Context: an optimization exercise on an open-source flow, tuned for small area. The choices shown serve that exercise and are no tape-out recipe.
Only simulation tests tie the RTL to the original design; equivalence was not proved.
Power is estimated from default activity; no workload was simulated.

==> 07-20: inputs <==
// CPU
module CPU(
    input           clk_i,
    input           DataOrReg,
    input [4:0]     address,
    input [7:0]     instr_i,
    input           reset,
    input [1:0]     vout_addr,
    output reg[7:0] value_o,
    output          is_positive,
    output reg[2:0] easter_egg
);
localparam C_OTH = 3'd0, C_ADDI = 3'd1, C_R = 3'd2, C_BR = 3'd3,
           C_LW  = 3'd4, C_SW   = 3'd5, C_VEC = 3'd6;
function [29:0] inc30(input [29:0] x);
    integer i; reg c;
    begin
        c = 1'b1;
        for (i = 0; i < 30; i = i + 1) begin inc30[i] = x[i] ^ c; c = x[i] & c; end
    end
endfunction
function [29:0] add30(input [29:0] x, input [29:0] y);
    integer i; reg c;
    begin
        c = 1'b0;
        for (i = 0; i < 30; i = i + 1) begin
            add30[i] = x[i] ^ y[i] ^ c;
            c = (x[i] & y[i]) | (x[i] & c) | (y[i] & c);
        end
    end
endfunction
function [7:0] add8(input [7:0] x, input [7:0] y, input ci);
    integer i; reg c;
    begin
        c = ci;
        for (i = 0; i < 8; i = i + 1) begin
            add8[i] = x[i] ^ y[i] ^ c;
            c = (x[i] & y[i]) | (x[i] & c) | (y[i] & c);
        end
    end
endfunction
function [16:0] add16c(input [15:0] x, input [15:0] y, input ci);
    integer i; reg c;
    begin
        c = ci;
        for (i = 0; i < 16; i = i + 1) begin
            add16c[i] = x[i] ^ y[i] ^ c;
            c = (x[i] & y[i]) | (x[i] & c) | (y[i] & c);
        end
        add16c[16] = c;
    end
endfunction
function [12:0] dec13(input [12:0] x);
    integer i; reg b;
    begin
        b = 1'b1;
        for (i = 0; i < 13; i = i + 1) begin dec13[i] = x[i] ^ b; b = ~x[i] & b; end
    end
endfunction
reg        flag;
reg        start_i;
reg [1:0]  ld_cnt;
reg [5:0]  ld_wa;
reg [1:0]  ld_quad;
reg [5:0]  ld_ar;
reg [7:0]  ld_byte;
always @(posedge clk_i or posedge reset) begin
    if (reset) begin
        flag    <= 1'b0;
        start_i <= 1'b0;
        ld_cnt  <= 2'd0;
        ld_wa   <= 6'd0;
    end else begin
        flag   <= (instr_i == 8'hFE) | (flag & (instr_i != 8'hFF));
        if (flag & (instr_i == 8'hFF)) start_i <= 1'b1;
        ld_cnt <= ld_cnt + {1'b0, flag};
  ...
clock: 15.0 ns
lec_check: 0
cap_margin: 30
core_margin: 2
core_utilization: 50
cts_cluster_diameter: 85
cts_cluster_size: 21
place_density: 0.6
setup_slack_margin: 0.4
slew_margin: 30
standard.sh (not shown) runs the stock make flow with config.mk's settings and CLKGATE_MAP_FILE= SYNTH_SCRIPT=/design/flow/synth_recipe.tcl, a recipe that flattens the netlist after the stock synthesis.
==> flow/flow/run.sh <==
#!/bin/bash
# Layout flow: the standard ORFS flow (standard.sh, standard synthesis
# unchanged), with these changes to how the layout is made:
#  - clock tree synthesis without dummy loads (sink cluster size and
#    diameter as in config.mk);
#  - antenna repair after global routing with a ratio margin
#    (flow/grt_hook.tcl), and up to 10 antenna repair passes after
#    detailed routing;
#  - every input and output port still gets its own buffer, but a plain
#    buf_2 instead of the default choice, a slow delay buffer.
# The full output of the flow goes to flow.log in the work folder; ORFS
# keeps each step's own log under orfs/logs/.
set -euo pipefail
work=$(pwd)
export CTS_ARGS="-sink_clustering_enable -repair_clock_nets -dont_use_dummy_load -sink_clustering_size 21 -sink_clustering_max_diameter 85"
export BUFFER_PORTS_ARGS="-buffer_cell sky130_fd_sc_hd__buf_2"
export PRE_GLOBAL_ROUTE_TCL="$work/flow/grt_hook.tcl"
bash standard.sh MAX_REPAIR_ANTENNAS_ITER_DRT=10 finish > "$work/flow.log" 2>&1
==> flow/flow/grt_hook.tcl <==
# Sourced before global routing (PRE_GLOBAL_ROUTE_TCL). The antenna repair
# after global routing works on estimated wires; give it a ratio margin so
# that fewer violations are left for the slower repair after detailed
# routing.
rename repair_antennas grt_hook_repair_antennas
proc repair_antennas {args} {
  return [grt_hook_repair_antennas {*}$args -ratio_margin 20]
}
==> 10-25 (differences from 07-20) <==
--- a/flow/design.v
+++ b/flow/design.v
@@ -2228,21 +2228,10 @@
             add8[i] = x[i] ^ y[i] ^ c;
             c = (x[i] & y[i]) | (x[i] & c) | (y[i] & c);
         end
     end
 endfunction
-function [16:0] add16c(input [15:0] x, input [15:0] y, input ci);
-    integer i; reg c;
-    begin
-        c = ci;
-        for (i = 0; i < 16; i = i + 1) begin
-            add16c[i] = x[i] ^ y[i] ^ c;
-            c = (x[i] & y[i]) | (x[i] & c) | (y[i] & c);
-        end
-        add16c[16] = c;
-    end
-endfunction
 function [12:0] dec13(input [12:0] x);
     integer i; reg b;
     begin
         b = 1'b1;
         for (i = 0; i < 13; i = i + 1) begin dec13[i] = x[i] ^ b; b = ~x[i] & b; end
@@ -2423,14 +2412,11 @@
 wire [31:0] opb   = ex_alusrc ? {{20{ex_imm[11]}}, ex_imm} : fwd_b;
 wire [31:0] mul_s0, mul_s1;
 mul32_cs u_mul(.a(fwd_a), .b(opb), .s0(mul_s0), .s1(mul_s1));
 wire [31:0] add_x   = ex_mul ? mul_s0 : fwd_a;
 wire [31:0] add_y   = ex_mul ? mul_s1 : (opb ^ {32{ex_sub}});
-wire [16:0] add_lo  = add16c(add_x[15:0],  add_y[15:0],  ex_sub);
-wire [16:0] add_hi0 = add16c(add_x[31:16], add_y[31:16], 1'b0);
-wire [16:0] add_hi1 = add16c(add_x[31:16], add_y[31:16], 1'b1);
-wire [31:0] add_out = {add_lo[16] ? add_hi1[15:0] : add_hi0[15:0], add_lo[15:0]};
+wire [31:0] add_out = add_x + add_y + {31'd0, ex_sub};
 wire [31:0] alu_out = ex_or  ? (fwd_a | opb) :
                       ex_and ? (fwd_a & opb) : add_out;
 wire [17:0] vdp_s0, vdp_s1;
 vdp_cs u_vdp(.a(fwd_a), .b(opb), .s0(vdp_s0), .s1(vdp_s1));
 wire [17:0] vdp_sum = vdp_s0 + vdp_s1;
==> flow/run.sh (new file) <==
#!/bin/bash
# synth_recipe.tcl (not shown) runs the flow's synth.tcl, then flattens the netlist and writes it again
# the make line also repeats each setting of config.mk as NAME=value (left out here)
make -C /OpenROAD-flow-scripts/flow DESIGN_CONFIG=/design/flow/config.mk WORK_HOME=/design/flow/orfs CLKGATE_MAP_FILE= SYNTH_SCRIPT=/design/flow/synth_recipe.tcl finish
- CORE_UTILIZATION: 50 -> 30
- CTS_CLUSTER_DIAMETER: 85 -> 80
- CTS_CLUSTER_SIZE: 21 -> 18
- PLACE_DENSITY: 0.6 -> 0.36
- SETUP_SLACK_MARGIN: 0.4 -> 0.5
removed: flow/flow/run.sh
removed: flow/flow/grt_hook.tcl
removed: flow/standard.sh
==> 05-22 (differences from 07-20) <==
--- a/flow/design.v
+++ b/flow/design.v
@@ -2201,55 +2201,10 @@
     output          is_positive,
     output reg[2:0] easter_egg
 );
 localparam C_OTH = 3'd0, C_ADDI = 3'd1, C_R = 3'd2, C_BR = 3'd3,
            C_LW  = 3'd4, C_SW   = 3'd5, C_VEC = 3'd6;
-function [29:0] inc30(input [29:0] x);
-    integer i; reg c;
-    begin
-        c = 1'b1;
-        for (i = 0; i < 30; i = i + 1) begin inc30[i] = x[i] ^ c; c = x[i] & c; end
-    end
-endfunction
-function [29:0] add30(input [29:0] x, input [29:0] y);
-    integer i; reg c;
-    begin
-        c = 1'b0;
-        for (i = 0; i < 30; i = i + 1) begin
-            add30[i] = x[i] ^ y[i] ^ c;
-            c = (x[i] & y[i]) | (x[i] & c) | (y[i] & c);
-        end
-    end
-endfunction
-function [7:0] add8(input [7:0] x, input [7:0] y, input ci);
-    integer i; reg c;
-    begin
-        c = ci;
-        for (i = 0; i < 8; i = i + 1) begin
-            add8[i] = x[i] ^ y[i] ^ c;
-            c = (x[i] & y[i]) | (x[i] & c) | (y[i] & c);
-        end
-    end
-endfunction
-function [16:0] add16c(input [15:0] x, input [15:0] y, input ci);
-    integer i; reg c;
-    begin
-        c = ci;
-        for (i = 0; i < 16; i = i + 1) begin
-            add16c[i] = x[i] ^ y[i] ^ c;
-            c = (x[i] & y[i]) | (x[i] & c) | (y[i] & c);
-        end
-        add16c[16] = c;
-    end
-endfunction
-function [12:0] dec13(input [12:0] x);
-    integer i; reg b;
-    begin
-        b = 1'b1;
-        for (i = 0; i < 13; i = i + 1) begin dec13[i] = x[i] ^ b; b = ~x[i] & b; end
-    end
-endfunction
 reg        flag;
 reg        start_i;
 reg [1:0]  ld_cnt;
 reg [5:0]  ld_wa;
 reg [1:0]  ld_quad;
@@ -2344,13 +2299,13 @@
 reg  [3:0]  vs0, vs1;
 wire        hazard = ex_memread;
 wire [5:0]  f_idx  = pc[7:2];
 wire [27:0] f_inst = im_v[f_idx] ? im[f_idx] : 28'd0;
 wire [11:0] f_pcim = {f_inst[27], f_inst[3], f_inst[26:21], f_inst[7:4]};
-wire [12:0] f_off  = dec13({f_pcim[11], f_pcim});
-wire [31:2] pc_target = add30(pc, {{17{id_off[12]}}, id_off});
-wire [31:2] pc_next   = mem_branch ? pc_target : inc30(pc);
+wire [12:0] f_off  = {f_pcim[11], f_pcim} - 13'd1;
+wire [31:2] pc_target = pc + {{17{id_off[12]}}, id_off};
+wire [31:2] pc_next   = mem_branch ? pc_target : (pc + 30'd1);
 always @(posedge clk_i or negedge start_i) begin
     if (~start_i) begin
         pc      <= 30'd0;
         pc_flag <= 1'b0;
     end else begin
@@ -2423,26 +2378,23 @@
 wire [31:0] opb   = ex_alusrc ? {{20{ex_imm[11]}}, ex_imm} : fwd_b;
 wire [31:0] mul_s0, mul_s1;
 mul32_cs u_mul(.a(fwd_a), .b(opb), .s0(mul_s0), .s1(mul_s1));
 wire [31:0] add_x   = ex_mul ? mul_s0 : fwd_a;
 wire [31:0] add_y   = ex_mul ? mul_s1 : (opb ^ {32{ex_sub}});
-wire [16:0] add_lo  = add16c(add_x[15:0],  add_y[15:0],  ex_sub);
-wire [16:0] add_hi0 = add16c(add_x[31:16], add_y[31:16], 1'b0);
-wire [16:0] add_hi1 = add16c(add_x[31:16], add_y[31:16], 1'b1);
-wire [31:0] add_out = {add_lo[16] ? add_hi1[15:0] : add_hi0[15:0], add_lo[15:0]};
+wire [31:0] add_out = add_x + add_y + {31'd0, ex_sub};
 wire [31:0] alu_out = ex_or  ? (fwd_a | opb) :
                       ex_and ? (fwd_a & opb) : add_out;
 wire [17:0] vdp_s0, vdp_s1;
 vdp_cs u_vdp(.a(fwd_a), .b(opb), .s0(vdp_s0), .s1(vdp_s1));
 wire [17:0] vdp_sum = vdp_s0 + vdp_s1;
 wire [31:0] vdp = {{15{~vdp_sum[17]}}, vdp_sum[16:0]};
 wire        vsub = ex_vc[1];
 wire [31:0] opbv = opb ^ {32{vsub}};
-wire [31:0] vlane = {add8(fwd_a[31:24], opbv[31:24], vsub),
-                     add8(fwd_a[23:16], opbv[23:16], vsub),
-                     add8(fwd_a[15:8],  opbv[15:8],  vsub),
-                     add8(fwd_a[7:0],   opbv[7:0],   vsub)};
+wire [31:0] vlane = {fwd_a[31:24] + opbv[31:24] + {7'd0, vsub},
+                     fwd_a[23:16] + opbv[23:16] + {7'd0, vsub},
+                     fwd_a[15:8]  + opbv[15:8]  + {7'd0, vsub},
+                     fwd_a[7:0]   + opbv[7:0]   + {7'd0, vsub}};
 wire [3:0]  sa = {fwd_a[31], fwd_a[23], fwd_a[15], fwd_a[7]};
 wire [3:0]  sb = {opb[31],   opb[23],   opb[15],   opb[7]};
 wire [3:0]  over = (ex_vc == 2'd1) ? (~sa & ~sb) :
                    (ex_vc == 2'd2) ? (~sa &  sb) : 4'd0;
 wire [31:0] valu = (ex_vc == 2'd3) ? vdp :
==> flow/run.sh (new file) <==
#!/bin/bash
# synth_recipe.tcl (not shown) runs the flow's synth.tcl, then flattens the netlist and writes it again
# the make line also repeats each setting of config.mk as NAME=value (left out here)
make -C /OpenROAD-flow-scripts/flow DESIGN_CONFIG=/design/flow/config.mk WORK_HOME=/design/flow/orfs CLKGATE_MAP_FILE= SYNTH_SCRIPT=/design/flow/synth_recipe.tcl finish
- CAP_MARGIN: 30 -> 20
- CORE_UTILIZATION: 50 -> 45
- CTS_CLUSTER_DIAMETER: 85 -> default
- CTS_CLUSTER_SIZE: 21 -> default
- PLACE_DENSITY: 0.6 -> 0.55
- SETUP_SLACK_MARGIN: 0.4 -> 0.2
- SLEW_MARGIN: 30 -> 20
removed: flow/flow/run.sh
removed: flow/flow/grt_hook.tcl
removed: flow/standard.sh
==> 09-07 (differences from 07-20) <==
--- a/flow/flow/run.sh
+++ b/flow/flow/run.sh
@@ -10,9 +10,9 @@
 #    buf_2 instead of the default choice, a slow delay buffer.
 # The full output of the flow goes to flow.log in the work folder; ORFS
 # keeps each step's own log under orfs/logs/.
 set -euo pipefail
 work=$(pwd)
-export CTS_ARGS="-sink_clustering_enable -repair_clock_nets -dont_use_dummy_load -sink_clustering_size 21 -sink_clustering_max_diameter 85"
+export CTS_ARGS="-sink_clustering_enable -repair_clock_nets -dont_use_dummy_load -sink_clustering_size 18 -sink_clustering_max_diameter 80"
 export BUFFER_PORTS_ARGS="-buffer_cell sky130_fd_sc_hd__buf_2"
 export PRE_GLOBAL_ROUTE_TCL="$work/flow/grt_hook.tcl"
 bash standard.sh MAX_REPAIR_ANTENNAS_ITER_DRT=10 finish > "$work/flow.log" 2>&1
- CORE_UTILIZATION: 50 -> 45
- CTS_CLUSTER_DIAMETER: 85 -> 80
- CTS_CLUSTER_SIZE: 21 -> 18
- PLACE_DENSITY: 0.6 -> 0.55
- SETUP_SLACK_MARGIN: 0.4 -> 0.5
==> summary of the runs <==
- 10-25 completed without violations. 05-22 produced a layout that fails on antenna rules. 09-07 passed the timing, design-rule and antenna checks. 07-20 ran to the end with no violations.
- Non-clock buffer count: 07-20 < 09-07 < 05-22 < 10-25.
- Die area: 07-20 < 09-07 < 05-22 < 10-25.
- Flip-flop and latch count is the same in 05-22 and 07-20.
- Clock power: 07-20 < 09-07 < 10-25 < 05-22.
- The highest setup slack belongs to 10-25, the lowest to 05-22.
- Of 05-22 and 07-20, 05-22 has the higher register-to-register slack (gap 2.1 ns).
- Critical path depth is the same in 05-22 and 09-07.
- Final cell count, lowest first: 07-20, 09-07, 05-22, 10-25.
- Against 10-25, the combinational power of 07-20 is smaller by about 7%.
